Source: an optimization exercise on an open RTL-to-GDS flow (aim: small area). Production flows keep margins and buffers that such runs may drop.
Only simulation tests tie the RTL to the original design; equivalence was not proved.
Power figures rest on the tool's default switching activity, not on a simulated workload.

Design snn_rgb, start of the top module:
module snn_rgb (
    input clk,
    input reset_n,                    
    input [2:0] enable_in,            
    input [7:0] r_in,                 
    input [7:0] g_in,                 
    input [7:0] b_in,                 
    output [7:0] r_out,
    output [7:0] g_out,
    output [7:0] b_out
);
For scale: roughly 1100 cells after synthesis, about 160 flip-flops, ~10000 um2 of cells after synthesis.
Settings: LEC_CHECK=0, CAP_MARGIN=20, CORE_MARGIN=2, CORE_UTILIZATION=40, CTS_BUF_LIST=sky130_fd_sc_hd__clkbuf_8, CTS_CLUSTER_DIAMETER=100, CTS_CLUSTER_SIZE=30, SLEW_MARGIN=20; clock period 10.0 ns.
run.sh (not shown) runs the stock make flow with config.mk's settings and CLKGATE_MAP_FILE= SYNTH_SCRIPT=/design/flow/synth_recipe.tcl, a recipe that flattens the netlist after the stock synthesis.
The first run went through all stages and came out clean.
Edit:
GPL_TIMING_DRIVEN = 0   (was not set)
Routed wire length increases by 14%.
Global-route usage increases by 1.8 points.
Clock power increases by about 11%.
Clock-buffer cell count increases by 2.
Cell area increases by about 2.2%.

========
Another version of the RTL of snn_rgb (not shown whole).
For scale: about 1000 cells after synthesis, about 160 flip-flops, ~0.0099 sq mm of cells after synthesis.
==> flow/config.mk <==
export PLATFORM = sky130hd
export DESIGN_NAME = snn_rgb
export DESIGN_NICKNAME = snn_rgb
export VERILOG_FILES = /design/flow/design.v
export SDC_FILE = /design/flow/constraint.sdc
export NUM_CORES = 4
export LEC_CHECK = 0
export CAP_MARGIN = 20
export CORE_MARGIN = 2
export CORE_UTILIZATION = 40
export SLEW_MARGIN = 20
==> flow/constraint.sdc <==
create_clock -name core_clock -period 10.0 [get_ports {clk}]
set_input_delay 2.0000 -clock core_clock [delete_from_list [all_inputs] [get_ports {clk}]]
set_output_delay 2.0000 -clock core_clock [all_outputs]
set_load 0.01 [all_outputs]
standard.sh (not shown) runs the stock make flow with config.mk's settings and CLKGATE_MAP_FILE= SYNTH_SCRIPT=/design/flow/synth_recipe.tcl, a recipe that flattens the netlist after the stock synthesis.
==> flow/flow/run.sh <==
#!/bin/bash
set -euo pipefail
bash standard.sh BUFFER_PORTS_ARGS="-buffer_cell sky130_fd_sc_hd__buf_1" CTS_ARGS="-sink_clustering_enable -repair_clock_nets -dont_use_dummy_load -sink_clustering_size 30 -sink_clustering_max_diameter 150 -buf_list sky130_fd_sc_hd__clkbuf_8"  finish > flow.log 2>&1
Rerun with:
==> flow/run.sh (new file) <==
#!/bin/bash
# synth_recipe.tcl (not shown) runs the flow's synth.tcl, then flattens the netlist and writes it again
# the make line also repeats each setting of config.mk as NAME=value (left out here)
make -C /OpenROAD-flow-scripts/flow DESIGN_CONFIG=/design/flow/config.mk WORK_HOME=/design/flow/orfs CLKGATE_MAP_FILE= SYNTH_SCRIPT=/design/flow/synth_recipe.tcl finish
--- a/flow/config.mk
+++ b/flow/config.mk
@@ -10,2 +10,3 @@
 export CORE_UTILIZATION = 40
+export CTS_BUF_LIST = sky130_fd_sc_hd__clkbuf_8
 export SLEW_MARGIN = 20
removed: flow/flow/run.sh
removed: flow/standard.sh
After rerunning: Global-route usage grows by 0.39 points; utilization rises by 2.0 points; die area does not change; flip-flop and latch count does not change; area after synthesis does not change.
Rerun with:
==> flow/flow/run.sh (new file) <==
#!/bin/bash
set -euo pipefail
bash standard.sh BUFFER_PORTS_ARGS="-buffer_cell sky130_fd_sc_hd__buf_1" CTS_ARGS="-sink_clustering_enable -repair_clock_nets -dont_use_dummy_load -sink_clustering_size 40 -sink_clustering_max_diameter 200 -buf_list sky130_fd_sc_hd__clkbuf_16"  finish > flow.log 2>&1
==> flow/standard.sh (new file) <==
#!/bin/bash
# synth_recipe.tcl (not shown) runs the flow's synth.tcl, then flattens the netlist and writes it again
# the make line also repeats each setting of config.mk as NAME=value (left out here)
make -C /OpenROAD-flow-scripts/flow DESIGN_CONFIG=/design/flow/config.mk WORK_HOME=/design/flow/orfs CLKGATE_MAP_FILE= SYNTH_SCRIPT=/design/flow/synth_recipe.tcl "${@:-finish}"
--- a/flow/config.mk
+++ b/flow/config.mk
@@ -10,3 +10,2 @@
 export CORE_UTILIZATION = 40
-export CTS_BUF_LIST = sky130_fd_sc_hd__clkbuf_8
 export SLEW_MARGIN = 20
removed: flow/run.sh
=> Die area stays the same. Final area goes down by 2.7%. Non-clock buffer count does not change. Via count came out lower by 2.2%.
Rerun with:
==> flow/flow/run.sh (replaced) <==
#!/bin/bash
# Own layout flow: the standard ORFS flow (standard.sh, unchanged
# synthesis, floorplan, power grid and routing), with two changes:
#  - the port buffers are the smallest buffer, buf_1, instead of the
#    cell buffer_ports picks by default;
#  - clock tree synthesis uses clkbuf_8 buffers and no dummy loads.
# Each tool's full output goes to ORFS's own logs (orfs/logs/...), and make's
# output to flow.log in this folder.
set -euo pipefail
bash standard.sh \
  BUFFER_PORTS_ARGS="-buffer_cell sky130_fd_sc_hd__buf_1" \
  CTS_ARGS="-sink_clustering_enable -repair_clock_nets -dont_use_dummy_load -buf_list sky130_fd_sc_hd__clkbuf_8" \
  finish > flow.log 2>&1
--- a/flow/config.mk
+++ b/flow/config.mk
@@ -10,2 +10,3 @@
 export CORE_UTILIZATION = 40
+export CTS_BUF_LIST = sky130_fd_sc_hd__clkbuf_8
 export SLEW_MARGIN = 20
=> Non-clock buffer count does not change. Via count barely changes. Combinational power hardly moves. Register-to-register slack gets worse by 0.02 ns. Maximum frequency is about the same. Final cell count does not change. Design area decreases slightly. Power decreases by a few percent.

## afterwards: timing with drivers on the ports
The flow's constraints put no driver on any port. The routed layouts listed below were extracted and timed again, unchanged, in two steps.
Step 1 assumes that a clkbuf_16 drives the clock port and a buf_2 every other input.
Step 2 also shifts input and output timing later by t, the mid clock arrival at the registers, as if the neighbouring blocks saw the same clock.
Slacks: no drivers / after step 1 / after step 2; pairs: no drivers / after step 1.
| run | shift t [ns] | setup WS [ns] | hold slack, ns | worst setup path at the end | clock arrival spread, ns |
|---|---|---|---|---|---|
| the first run of note 1 | 0.502 | 0.498 / 0.508 / 0.006 | 0.440 / 0.440 / 0.440 | input to register | 0.015 / 0.015 |
| the second run of note 1 | 0.500 | 0.382 / 0.398 / -0.103 | 0.446 / 0.446 / 0.446 | input to register | 0.013 / 0.013 |
| the first run of note 2 | 0.477 | 1.151 / 1.151 / 1.151 | 0.462 / 0.462 / 0.462 | register to register | 0.042 / 0.042 |
| the second run of note 2 | 0.489 | 1.130 / 1.130 / 1.130 | 0.462 / 0.462 / 0.462 | register to register | 0.020 / 0.020 |
| the third run of note 2 | 0.461 | 1.170 / 1.170 / 1.170 | 0.457 / 0.457 / 0.457 | register to register | 0.032 / 0.032 |
| the fourth run of note 2 | 0.477 | 1.151 / 1.151 / 1.151 | 0.462 / 0.462 / 0.462 | register to register | 0.042 / 0.042 |
With both steps, setup timing fails in the second run of note 1, where it was met with ideal ports. The setup slack of the first run of note 1, which loses most, moves by +0.010 ns with the drivers and by -0.492 ns with both steps.
